From an optimization exercise on the open Yosys and OpenROAD flow, aimed at small area; shortcuts taken in it are not production practice. RTL that was checked went through simulation tests only; none was proved equivalent to the original. The clock input has no modelled driver; a real chip could not lean on it and would need a root buffer or a full tree. Power figures rest on the tool's default switching activity, not on a simulated workload.

==> run a: inputs <==
// sound_main
module sound_main(
	input  wire       clock,
	input  wire       reset,
	input  wire       mode_8chans,
	input  wire       mode_pan4ch,
	input  wire       mode_inv7b,
	input  wire       in_wrtoggle,
	input  wire       in_datnvol,
	input  wire [2:0] in_wraddr,
	input  wire [7:0] in_data,
	output wire       dac_clock,
	output wire       dac_leftright,
	output wire       dac_data
);
==> module sound_main, before the edit <==
module sound_main(
	input  wire       clock,
	input  wire       reset,
	input  wire       mode_8chans,
	input  wire       mode_pan4ch,
	input  wire       mode_inv7b,
	input  wire       in_wrtoggle,
	input  wire       in_datnvol,
	input  wire [2:0] in_wraddr,
	input  wire [7:0] in_data,
	output wire       dac_clock,
	output wire       dac_leftright,
	output wire       dac_data
);
	reg [2:0] fifth;
	reg [6:0] sync;
	wire f4 = fifth[2];
	always @(posedge clock)
	if( reset )
		fifth <= 3'd0;
	else if( f4 )
		fifth <= 3'd0;
	else
		fifth <= fifth + 3'd1;
	always @(posedge clock)
	if( reset )
		sync <= 7'd0;
	else if( f4 )
		sync <= sync + 7'd1;
	assign dac_clock     = sync[0];
	assign dac_leftright = sync[6];
	wire [5:0] s   = sync[5:0];
	wire       lrp = ~sync[6];
	wire [1:0] c   = s[3:2];  
	wire [2:0] psi = {s[2]^s[0], s[1], s[0]} + fifth;
	wire ev_vol = (s[5:4]==2'd0) & (
	              (s[3:0]==4'd0  & fifth==3'd1) |
	              (s[3:0]==4'd4  & fifth==3'd4) |
	              (s[3:0]==4'd9  & fifth==3'd2) |
	              (s[3:0]==4'd14 & fifth==3'd0) );
	reg ev_vol_d, ev_dat, ev_first;
	always @(posedge clock)
	begin
		ev_vol_d <= ev_vol;
		ev_dat   <= ev_vol_d;
		ev_first <= ev_dat;
	end
	wire active = (s < 6'd18);           
	wire clr0   = (s[5:2] == 4'd0);      
	wire load_int = f4 & (&s);
	reg        p1;
	reg        pend;
	reg [47:0] rv;  
	reg [63:0] rd;  
	wire       wreq = in_wrtoggle ^ p1;
	wire       at7  = ((in_wraddr ^ psi) == 3'd7);  
	wire       land = (wreq | pend) & at7;
	always @(posedge clock)
	begin
		p1   <= in_wrtoggle;
		pend <= ~reset & (wreq | pend) & ~at7;
	end
	wire [5:0] ins_v = (land & ~in_datnvol) ? in_data[5:0] : rv[47:42];
	wire [7:0] ins_d = (land &  in_datnvol) ? in_data      : rd[63:56];
	always @(posedge clock)
	begin
		rv <= { rv[41:0], ins_v };
		rd <= { rd[55:0], ins_d };
	end
	wire       hv = c[1] & (mode_8chans | mode_pan4ch);
	wire [1:0] qv = {hv, 1'b0} + {1'b0, lrp} - {1'b0, c[1]};
	wire [1:0] qd = mode_8chans ? ( {1'b0, c[1]} + {1'b0, lrp} + 2'd1 ) :
	                mode_pan4ch ? 2'd1 :
	                              ( {1'b0, lrp} - {1'b0, c[1]} + 2'd1 );
	reg [5:0] vol_rd;
	reg [7:0] dat_rd;
	always @*
	begin
		case( qv )
		2'd0: vol_rd = rv[11:6];
		2'd1: vol_rd = rv[23:18];
		2'd2: vol_rd = rv[35:30];
		default: vol_rd = rv[47:42];
		endcase
		case( qd )
		2'd0: dat_rd = rd[15:8];
		2'd1: dat_rd = rd[31:24];
		2'd2: dat_rd = rd[47:40];
		default: dat_rd = rd[63:56];
		endcase
	end
	wire [2:0] av = { hv, lrp, c[0] };
	wire [2:0] ad = mode_8chans ? { c[1], lrp, c[0] } :
	                mode_pan4ch ? { 1'b0, c[1], c[0] } :
	                              { 1'b0, lrp, c[0] };
	wire fwd_v = pend & ~in_datnvol & (in_wraddr == av);
	wire fwd_d = pend &  in_datnvol & (in_wraddr == ad);
	reg  [5:0] vol;
	reg  [7:0] sh;
	reg  [6:0] sr;
	reg        cy;
	reg [22:0] ring;
	reg [15:0] word;
	always @(posedge clock)
	if( ev_vol )
		vol <= fwd_v ? in_data[5:0] : vol_rd;
	wire [5:0] add = sh[0] ? vol : 6'd0;
	wire [6:0] su  = sr[6:1] + add;
	wire sgn = sh[7] ^ (ev_first & ~mode_inv7b);
	always @(posedge clock)
	begin
		sr <= ev_dat ? 7'd0 : su;
		if( ev_dat )
			sh <= fwd_d ? in_data : dat_rd;
		else
			sh <= { sgn, sgn, sh[6:1] };
	end
	wire       mo = su[0] & active;
	wire       od = ring[0] & ~clr0;
	wire [1:0] ts = {1'b0, cy} + {1'b0, mo} + {1'b0, od};
	always @(posedge clock)
	begin
		ring <= { ts[0], ring[22:1] };
		cy   <= ts[1] & active & ~ev_dat;
	end
	integer m;
	always @(posedge clock)
	if( load_int )
		for( m=0; m<16; m=m+1 )
			word[m] <= ring[7 + ((16-m)%16)];
	wire [4:0] j = sync[5:1];
	assign dac_data = ( (j != 5'd0) && (j <= 5'd16) ) ? word[j[3:0]] : 1'b0;
endmodule
==> flow/config.mk <==
export PLATFORM = sky130hd
export DESIGN_NAME = sound_main
export DESIGN_NICKNAME = sound_main
export VERILOG_FILES = /design/flow/design.v
export SDC_FILE = /design/flow/constraint.sdc
export NUM_CORES = 4
export LEC_CHECK = 0
export CAP_MARGIN = 20
export CORE_MARGIN = 2
export CORE_UTILIZATION = 75
export SLEW_MARGIN = 20
==> flow/constraint.sdc <==
create_clock -name core_clock -period 5.0 [get_ports {clock}]
set_input_delay 1.0000 -clock core_clock [delete_from_list [all_inputs] [get_ports {clock}]]
set_output_delay 1.0000 -clock core_clock [all_outputs]
set_load 0.01 [all_outputs]
standard.sh (not shown) runs the stock make flow with config.mk's settings and CLKGATE_MAP_FILE= SYNTH_SCRIPT=/design/flow/synth_recipe.tcl, a recipe that flattens the netlist after the stock synthesis.
==> flow/flow/run.sh <==
#!/bin/bash
# Standard ORFS layout (standard.sh), with two changes:
#  - port buffers use the smallest buffer cell, buf_1
#  - CTS without dummy loads, clkbuf_8 buffers
set -euo pipefail
export BUFFER_PORTS_ARGS="-buffer_cell sky130_fd_sc_hd__buf_1"
export CTS_ARGS="-sink_clustering_enable -repair_clock_nets -dont_use_dummy_load -buf_list sky130_fd_sc_hd__clkbuf_8"
bash standard.sh > standard_flow.log 2>&1
==> run b: changes against run a <==
Settings changed: CORE_UTILIZATION 75 to 85, PLACE_DENSITY set to 0.9.
==> run c: changes against run a <==
==> flow/flow/run.sh (replaced) <==
#!/bin/bash
# Standard ORFS layout (standard.sh) with three changes:
#  - port buffers use the smallest buffer cell, buf_1
#  - the clock tree is built by flow/cts.tcl instead of TritonCTS: the clock
#    port drives one clkbuf_16, which drives 12 clkbuf_8, each driving one
#    k-means cluster of registers
#  - everything else (synthesis, floorplan, placement, routing, finishing) is
#    standard.sh's
set -euo pipefail
export BUFFER_PORTS_ARGS="-buffer_cell sky130_fd_sc_hd__buf_1"
bash standard.sh place > flow_place.log 2>&1
openroad -no_init -exit flow/cts.tcl > flow_cts.log 2>&1
bash standard.sh finish > flow_finish.log 2>&1
==> flow/flow/cts.tcl (new file) <==
# Clock tree for the placed design: writes the CTS step's results, which
# standard.sh finish then routes.
set R orfs/results/sky130hd/sound_main/base
read_liberty $::env(FLOW_HOME)/platforms/sky130hd/lib/sky130_fd_sc_hd__tt_025C_1v80.lib
read_db $R/3_place.odb
read_sdc $R/3_place.sdc
source $::env(FLOW_HOME)/platforms/sky130hd/setRC.tcl
source flow/mycts.tcl
mycts_build 12 sky130_fd_sc_hd__clkbuf_8 sky130_fd_sc_hd__clkbuf_16
set_propagated_clock [all_clocks]
estimate_parasitics -placement
detailed_placement
check_placement -verbose
estimate_parasitics -placement
report_clock_skew
report_worst_slack -min
report_worst_slack -max
set worst 0
foreach pin [get_pins -hierarchical */CLK] { set s [get_property $pin slew_max]; if {$s > $worst} {set worst $s} }
puts "worst register clock pin slew: $worst"
write_db $R/4_1_cts.odb
write_sdc -no_timestamp $R/4_cts.sdc
==> flow/flow/mycts.tcl (new file) <==
# Manual clock tree: the clock port drives NLEAF clock buffers, each driving
# the registers of one k-means cluster of register positions.
proc mycts_build { nleaf master_name {root_name ""} } {
  set block [ord::get_db_block]
  set db [ord::get_db]
  set master [$db findMaster $master_name]
  set clknet [$block findNet clock]
  set sinks {}
  foreach it [$clknet getITerms] {
    set inst [$it getInst]
    set bb [$inst getBBox]
    set x [expr {([$bb xMin] + [$bb xMax]) / 2.0}]
    set y [expr {([$bb yMin] + [$bb yMax]) / 2.0}]
    lappend sinks [list $it $x $y]
  }
  set n [llength $sinks]
  # k-means, initial centres spread along the sorted x+y order
  set sorted [lsort -real -index 1 $sinks]
  set cx {}; set cy {}
  for {set k 0} {$k < $nleaf} {incr k} {
    set s [lindex $sorted [expr {int(($k + 0.5) * $n / $nleaf)}]]
    lappend cx [lindex $s 1]; lappend cy [lindex $s 2]
  }
  # grid-ish init: split by x then y for nleaf=4
  if {$nleaf == 4} {
    set xs [lsort -real [lmap s $sinks {lindex $s 1}]]
    set ys [lsort -real [lmap s $sinks {lindex $s 2}]]
    set x1 [lindex $xs [expr {$n/4}]]; set x3 [lindex $xs [expr {3*$n/4}]]
    set y1 [lindex $ys [expr {$n/4}]]; set y3 [lindex $ys [expr {3*$n/4}]]
    set cx [list $x1 $x3 $x1 $x3]; set cy [list $y1 $y1 $y3 $y3]
  }
  for {set iter 0} {$iter < 50} {incr iter} {
    set assign {}
    foreach s $sinks {
      set best 0; set bd 1e30
      for {set k 0} {$k < $nleaf} {incr k} {
        set d [expr {abs([lindex $s 1]-[lindex $cx $k]) + abs([lindex $s 2]-[lindex $cy $k])}]
        if {$d < $bd} {set bd $d; set best $k}
      }
      lappend assign $best
    }
    # balance: cap cluster size
    set ncx {}; set ncy {}
    for {set k 0} {$k < $nleaf} {incr k} {
      set sx 0; set sy 0; set c 0
      foreach s $sinks a $assign { if {$a == $k} { set sx [expr {$sx + [lindex $s 1]}]; set sy [expr {$sy + [lindex $s 2]}]; incr c } }
      if {$c > 0} { lappend ncx [expr {$sx/$c}]; lappend ncy [expr {$sy/$c}] } else { lappend ncx [lindex $cx $k]; lappend ncy [lindex $cy $k] }
    }
    set cx $ncx; set cy $ncy
  }
  set drv $clknet
  if {$root_name ne ""} {
    set rm [$db findMaster $root_name]
    set rinst [odb::dbInst_create $block $rm "mycts_root"]
    set sx 0; set sy 0
    for {set k 0} {$k < $nleaf} {incr k} { set sx [expr {$sx + [lindex $cx $k]}]; set sy [expr {$sy + [lindex $cy $k]}] }
    $rinst setLocation [expr {int($sx/$nleaf - [$rm getWidth]/2)}] [expr {int($sy/$nleaf - [$rm getHeight]/2)}]
    $rinst setPlacementStatus PLACED
    set drv [odb::dbNet_create $block "clknet_mycts_root"]
    $drv setSigType CLOCK
    [$rinst findITerm A] connect $clknet
    [$rinst findITerm X] connect $drv
  }
  for {set k 0} {$k < $nleaf} {incr k} {
    set inst [odb::dbInst_create $block $master "mycts_leaf_$k"]
    set w [$master getWidth]; set h [$master getHeight]
    $inst setLocation [expr {int([lindex $cx $k] - $w/2)}] [expr {int([lindex $cy $k] - $h/2)}]
    $inst setPlacementStatus PLACED
    set net [odb::dbNet_create $block "clknet_mycts_$k"]
    $net setSigType CLOCK
    [$inst findITerm A] connect $drv
    [$inst findITerm X] connect $net
    set c 0
    foreach s $sinks a $assign {
      if {$a == $k} { set it [lindex $s 0]; $it disconnect; $it connect $net; incr c }
    }
    puts "MYCTS leaf $k at [lindex $cx $k] [lindex $cy $k]: $c sinks"
  }
  $clknet setSigType CLOCK
}
Settings changed: CORE_UTILIZATION 75 to 60.
==> run d: changes against run a <==
--- a/flow/design.v
+++ b/flow/design.v
@@ -40,9 +40,12 @@
 	              (s[3:0]==4'd14 & fifth==3'd0) );
-	reg ev_vol_d, ev_dat, ev_first;
-	always @(posedge clock)
-	begin
-		ev_vol_d <= ev_vol;
-		ev_dat   <= ev_vol_d;
-		ev_first <= ev_dat;
-	end
+	wire ev_dat = (s[5:4]==2'd0) & (
+	              (s[3:0]==4'd0  & fifth==3'd3) |
+	              (s[3:0]==4'd5  & fifth==3'd1) |
+	              (s[3:0]==4'd9  & fifth==3'd4) |
+	              (s[3:0]==4'd14 & fifth==3'd2) );
+	wire ev_first = (s[5:4]==2'd0) & (
+	              (s[3:0]==4'd0  & fifth==3'd4) |
+	              (s[3:0]==4'd5  & fifth==3'd2) |
+	              (s[3:0]==4'd10 & fifth==3'd0) |
+	              (s[3:0]==4'd14 & fifth==3'd3) );
 	wire active = (s < 6'd18);           
==> flow/run.sh (new file) <==
#!/bin/bash
# synth_recipe.tcl (not shown) runs the flow's synth.tcl, then flattens the netlist and writes it again
# the make line also repeats each setting of config.mk as NAME=value (left out here)
make -C /OpenROAD-flow-scripts/flow DESIGN_CONFIG=/design/flow/config.mk WORK_HOME=/design/flow/orfs CLKGATE_MAP_FILE= SYNTH_SCRIPT=/design/flow/synth_recipe.tcl finish
Settings changed: CORE_UTILIZATION 75 to 40, CTS_BUF_LIST set to sky130_fd_sc_hd__clkbuf_8.
removed: flow/flow/run.sh
removed: flow/standard.sh
==> summary of the runs <==
- Run b completed with no timing, DRC or antenna violations. Run c went through all stages and came out clean. Run a finished clean. Run d finished clean.
- Clock skew: run b is lower than run a (0.022 ns).
- In synthesized area, run b and run c do not differ.
- Final cell count: run d > run c > run a > run b.
- Wire length, highest first: run b, run d, run a, run c.
- The lowest clock power belongs to run c, the highest to run d.
- Global-route usage: run d < run c < run a < run b.
- Final area, highest first: run d, run a, run c, run b.
==> figures <==
Outcome: run b timing/DRC/antenna clean; run a timing/DRC/antenna clean; run d timing/DRC/antenna clean; run c timing/DRC/antenna clean
Fraction of the mapped netlist area in simple logic gates: run b 0.0636; run a 0.0636; run d 0.0769; run c 0.0636
Peak Freq: run b 299 MHz; run a 325 MHz; run d 275 MHz; run c 326 MHz
Net count, final: run b 465; run a 465; run d 496; run c 461
Final period utilization: run b 0.670; run a 0.615; run d 0.728; run c 0.614
Biggest cell delay along the critical path: run b 0.70 ns; run a 0.62 ns; run d 0.87 ns; run c 0.64 ns
Total power after layout: run b 2.97 mW; run a 2.87 mW; run d 3.33 mW; run c 2.79 mW
HPWL after DPL: run b 8190 um; run a 6580 um; run d 6970 um; run c 6220 um
Buffer cell driving the clock tree root: run b sky130_fd_sc_hd__clkbuf_8; run a sky130_fd_sc_hd__clkbuf_8; run d sky130_fd_sc_hd__clkbuf_8; run c -
Final worst slack: run b 1.65 ns; run a 1.92 ns; run d 1.36 ns; run c 1.93 ns
Global Route met3 Usage: run b 0.0933; run a 0.0551; run d 0.0476; run c 0.0156
Worst slack, placed: run b 1.87 ns; run a 2.01 ns; run d 1.42 ns; run c 1.98 ns
Buffers, non-clock: run b 21; run a 21; run d 22; run c -
Die height: run b 86.8 um; run a 92.1 um; run d 126 um; run c 103 um
Number of rows created at floorplan: run b 30; run a 32; run d 44; run c 35
Top cell type's share of synthesized area: run b 0.567; run a 0.567; run d 0.546; run c 0.567
The RTL of run d was laid out without a check of its function. The clock cells of run c come from the design's own scripts or RTL, not from TritonCTS.

* * *

==> 09-19 <==
Another version of the RTL of sound_main (not shown whole).
==> module sound_main, before the edit <==
module sound_main(
	input  wire       clock,
	input  wire       reset,
	input  wire       mode_8chans,
	input  wire       mode_pan4ch,
	input  wire       mode_inv7b,
	input  wire       in_wrtoggle,
	input  wire       in_datnvol,
	input  wire [2:0] in_wraddr,
	input  wire [7:0] in_data,
	output wire       dac_clock,
	output wire       dac_leftright,
	output wire       dac_data
);
	reg [2:0] fifth;
	reg [6:0] sync;
	wire f4 = fifth[2];
	always @(posedge clock)
	if( reset )
		fifth <= 3'd0;
	else if( f4 )
		fifth <= 3'd0;
	else
		fifth <= fifth + 3'd1;
	always @(posedge clock)
	if( reset )
		sync <= 7'd0;
	else if( f4 )
		sync <= sync + 7'd1;
	assign dac_clock     = sync[0];
	assign dac_leftright = sync[6];
	wire [5:0] s   = sync[5:0];
	wire       lrp = ~sync[6];
	wire [1:0] c   = s[3:2];  
	wire [2:0] psi = {s[2]^s[0], s[1], s[0]} + fifth;
	wire ev_vol = (s[5:4]==2'd0) & (
	              (s[3:0]==4'd0  & fifth==3'd1) |
	              (s[3:0]==4'd4  & fifth==3'd4) |
	              (s[3:0]==4'd9  & fifth==3'd2) |
	              (s[3:0]==4'd14 & fifth==3'd0) );
	wire ev_dat = (s[5:4]==2'd0) & (
	              (s[3:0]==4'd0  & fifth==3'd3) |
	              (s[3:0]==4'd5  & fifth==3'd1) |
	              (s[3:0]==4'd9  & fifth==3'd4) |
	              (s[3:0]==4'd14 & fifth==3'd2) );
	wire ev_first = (s[5:4]==2'd0) & (
	              (s[3:0]==4'd0  & fifth==3'd4) |
	              (s[3:0]==4'd5  & fifth==3'd2) |
	              (s[3:0]==4'd10 & fifth==3'd0) |
	              (s[3:0]==4'd14 & fifth==3'd3) );
	wire active = (s < 6'd18);           
	wire clr0   = (s[5:2] == 4'd0);      
	wire load_int = f4 & (&s);
	reg        p1;
	reg        pend;
	reg [47:0] rv;  
	reg [63:0] rd;  
	wire       wreq = in_wrtoggle ^ p1;
	wire [2:0] tgt  = in_wraddr + psi;
	wire       at7  = (tgt == 3'd7);
	wire       land = (wreq | pend) & at7;
	always @(posedge clock)
	begin
		p1   <= in_wrtoggle;
		pend <= ~reset & (wreq | pend) & ~at7;
	end
	wire [5:0] ins_v = (land & ~in_datnvol) ? in_data[5:0] : rv[47:42];
	wire [7:0] ins_d = (land &  in_datnvol) ? in_data      : rd[63:56];
	always @(posedge clock)
	begin
		rv <= { rv[41:0], ins_v };
		rd <= { rd[55:0], ins_d };
	end
	wire       hv = c[1] & (mode_8chans | mode_pan4ch);
	wire [1:0] qv = {hv, 1'b0} + {1'b0, lrp} - {1'b0, c[1]};
	wire [1:0] qd = mode_8chans ? ( {1'b0, c[1]} + {1'b0, lrp} + 2'd1 ) :
	                mode_pan4ch ? 2'd1 :
	                              ( {1'b0, lrp} - {1'b0, c[1]} + 2'd1 );
	reg [5:0] vol_rd;
	reg [7:0] dat_rd;
	always @*
	begin
		case( qv )
		2'd0: vol_rd = rv[11:6];
		2'd1: vol_rd = rv[23:18];
		2'd2: vol_rd = rv[35:30];
		default: vol_rd = rv[47:42];
		endcase
		case( qd )
		2'd0: dat_rd = rd[15:8];
		2'd1: dat_rd = rd[31:24];
		2'd2: dat_rd = rd[47:40];
		default: dat_rd = rd[63:56];
		endcase
	end
	wire fwd_v = pend & ~in_datnvol & (tgt == {qv, 1'b1});
	wire fwd_d = pend &  in_datnvol & (tgt == {qd, 1'b1});
	reg  [5:0] vol;
	reg  [7:0] sh;
	reg  [6:0] sr;
	reg        cy;
	reg [22:0] ring;
	reg [15:0] word;
	always @(posedge clock)
	if( ev_vol )
		vol <= fwd_v ? in_data[5:0] : vol_rd;
	wire [5:0] add = sh[0] ? vol : 6'd0;
	wire [6:0] su  = sr[6:1] + add;
	wire sgn = sh[7] ^ (ev_first & ~mode_inv7b);
	always @(posedge clock)
	begin
		sr <= ev_dat ? 7'd0 : su;
		if( ev_dat )
			sh <= fwd_d ? in_data : dat_rd;
		else
			sh <= { sgn, sgn, sh[6:1] };
	end
	wire       mo = su[0] & active;
	wire       od = ring[0] & ~clr0;
	wire [1:0] ts = {1'b0, cy} + {1'b0, mo} + {1'b0, od};
	always @(posedge clock)
	begin
		ring <= { ts[0], ring[22:1] };
		cy   <= ts[1] & active & ~ev_dat;
	end
	always @(posedge clock)
	if( load_int )
		word <= ring[22:7];
	wire [4:0] j = sync[5:1];
	wire [3:0] bi = 4'd0 - j[3:0];
	assign dac_data = ( (j != 5'd0) && (j <= 5'd16) ) ? word[bi] : 1'b0;
endmodule
export LEC_CHECK = 0
export ABC_AREA = 1
export CAP_MARGIN = 20
export CORE_MARGIN = 2
export CORE_UTILIZATION = 60
export CTS_BUF_LIST = sky130_fd_sc_hd__clkbuf_8
export CTS_CLUSTER_DIAMETER = 100
export CTS_CLUSTER_SIZE = 40
export SLEW_MARGIN = 20
create_clock -name core_clock -period 5.0 [get_ports {clock}]
run.sh (not shown) runs the stock make flow with config.mk's settings and CLKGATE_MAP_FILE= SYNTH_SCRIPT=/design/flow/synth_recipe.tcl, a recipe that flattens the netlist after the stock synthesis.
Stock flow here: none of the scripts above is used.
==> 02-06: changes against 09-19 <==
--- a/flow/design.v
+++ b/flow/design.v
@@ -40,12 +40,9 @@
 	              (s[3:0]==4'd14 & fifth==3'd0) );
-	wire ev_dat = (s[5:4]==2'd0) & (
-	              (s[3:0]==4'd0  & fifth==3'd3) |
-	              (s[3:0]==4'd5  & fifth==3'd1) |
-	              (s[3:0]==4'd9  & fifth==3'd4) |
-	              (s[3:0]==4'd14 & fifth==3'd2) );
-	wire ev_first = (s[5:4]==2'd0) & (
-	              (s[3:0]==4'd0  & fifth==3'd4) |
-	              (s[3:0]==4'd5  & fifth==3'd2) |
-	              (s[3:0]==4'd10 & fifth==3'd0) |
-	              (s[3:0]==4'd14 & fifth==3'd3) );
+	reg ev_vol_d, ev_dat, ev_first;
+	always @(posedge clock)
+	begin
+		ev_vol_d <= ev_vol;
+		ev_dat   <= ev_vol_d;
+		ev_first <= ev_dat;
+	end
 	wire active = (s < 6'd18);           
@@ -58,4 +55,3 @@
 	wire       wreq = in_wrtoggle ^ p1;
-	wire [2:0] tgt  = in_wraddr + psi;
-	wire       at7  = (tgt == 3'd7);
+	wire       at7  = ((in_wraddr ^ psi) == 3'd7);  
 	wire       land = (wreq | pend) & at7;
@@ -95,4 +91,8 @@
 	end
-	wire fwd_v = pend & ~in_datnvol & (tgt == {qv, 1'b1});
-	wire fwd_d = pend &  in_datnvol & (tgt == {qd, 1'b1});
+	wire [2:0] av = { hv, lrp, c[0] };
+	wire [2:0] ad = mode_8chans ? { c[1], lrp, c[0] } :
+	                mode_pan4ch ? { 1'b0, c[1], c[0] } :
+	                              { 1'b0, lrp, c[0] };
+	wire fwd_v = pend & ~in_datnvol & (in_wraddr == av);
+	wire fwd_d = pend &  in_datnvol & (in_wraddr == ad);
 	reg  [5:0] vol;
@@ -125,8 +125,9 @@
 	end
+	integer m;
 	always @(posedge clock)
 	if( load_int )
-		word <= ring[22:7];
+		for( m=0; m<16; m=m+1 )
+			word[m] <= ring[7 + ((16-m)%16)];
 	wire [4:0] j = sync[5:1];
-	wire [3:0] bi = 4'd0 - j[3:0];
-	assign dac_data = ( (j != 5'd0) && (j <= 5'd16) ) ? word[bi] : 1'b0;
+	assign dac_data = ( (j != 5'd0) && (j <= 5'd16) ) ? word[j[3:0]] : 1'b0;
 endmodule
- ABC_AREA: 1 -> unset
- CTS_CLUSTER_DIAMETER: 100 -> unset
- CTS_CLUSTER_SIZE: 40 -> unset
==> 10-13: changes against 09-19 <==
- ABC_AREA: 1 -> unset
- CORE_UTILIZATION: 60 -> 40
- CTS_BUF_LIST: sky130_fd_sc_hd__clkbuf_8 -> unset
- CTS_CLUSTER_DIAMETER: 100 -> unset
- CTS_CLUSTER_SIZE: 40 -> unset
==> results.sh <==
export IMPL_outcome="complete, no violations"
export IMPL_cts_clk_slew_worst_paths_ns=0.09
export IMPL_synth_top_family_by_area="simple AND/OR/NAND/NOR gates"
export IMPL_ys_types=37
export IMPL_reg2reg_depth=10
export IMPL_buffer_area_share_pct=3.090
export IMPL_buffers=22
export IMPL_cts_root_buf="clkbuf_8"
export IMPL_combPwrFrac_pct=12.3
export IMPL_multi_input_area_um2=2033
export IMPL_power_density_nw_per_um2=497.5
export IMPL_p_sw_uw=935.8
export IMPL_clock_power_uw=983
export IMPL_timing_fmax_mhz=251.5
[end of results for 09-19]
==> results.sh <==
export IMPL_switching_share_pct=23.92
export IMPL_pwr_share_clk_pct=33.2
export IMPL_numCtsBuffers=17
export IMPL_combPwrFrac_pct=11.4
export IMPL_hold_violations=0
export IMPL_outcome="complete, no violations"
export IMPL_power_density_nw_per_um2=550.7
export IMPL_place_inst=624
export IMPL_buffer_area_share_pct=3.109
export IMPL_place_area_um2=6357
export IMPL_clock_power_mw=1.27
export IMPL_antenna_found_initial=0
export IMPL_p_sw_uw=911.8
export IMPL_cts_root_buf="clkbuf_16"
export IMPL_multi_input_area_um2=1956
export IMPL_buffers=22
export IMPL_grt_pass1_wl_um=17320
export IMPL_timing_fmax_mhz=244.8
export IMPL_ys_types=49
export IMPL_ys_seq_elements=184
[end of results for 10-13]
==> results.sh <==
export IMPL_layout_drive_gt1_share_pct=15.03
export IMPL_ys_types=44
export IMPL_skew_ns=0.01111
export IMPL_buffers=21
export IMPL_p_sw_uw=751.9
export IMPL_synth_top_family_by_area="multiplexers"
export IMPL_power_density_nw_per_um2=475.9
export IMPL_outcome="complete, no violations"
export IMPL_clock_power_uw=958
export IMPL_reg2reg_depth=5
export IMPL_max_stage_delay_ns=0.66
export IMPL_buffer_area_share_pct=3.180
export IMPL_postRouteWirelength_um=9039
export IMPL_wl_met1_um=4484
export IMPL_timing_fmax_mhz=285.2
export IMPL_cts_clk_slew_worst_paths_ns=0.10
export IMPL_gp_congestion=0.7064
[end of results for 02-06]

-- port drivers added, routing unchanged --
The results above use ideal ports. As a check the final layouts listed here were re-extracted and re-timed, cells and wires unchanged.
Step 1, drivers: a clkbuf_16 drives clock and a buf_2 each remaining input, both assumed.
Step 2, shift: input delay + t, output delay - t, t = (earliest + latest rising clock arrival at the registers) / 2. This alone moves slack from input paths to output paths.
Three values: no drivers, after step 1, after step 2; two values: the first two.
run | shift t [ns] | setup WS [ns] | worst setup path at the end
run a | 0.448 | 1.924 / 1.889 / 1.957 | input to register
run b | 0.468 | 1.652 / 1.620 / 1.706 | input to register
run c | 0.392 | 1.932 / 1.900 / 2.020 | input to register
run d | 0.497 | 1.358 / 1.316 / 1.427 | input to register
09-19 | 0.492 | 1.024 / 0.989 / 1.402 | input to register
02-06 | 0.468 | 1.493 / 1.457 / 1.661 | input to register
10-13 | 0.459 | 0.915 / 0.874 / 0.830 | input to register
After both steps setup and hold are still met in every run listed. For 10-13, which loses most, drivers alone change the setup slack by -0.041 ns; drivers and shift together by -0.085 ns.
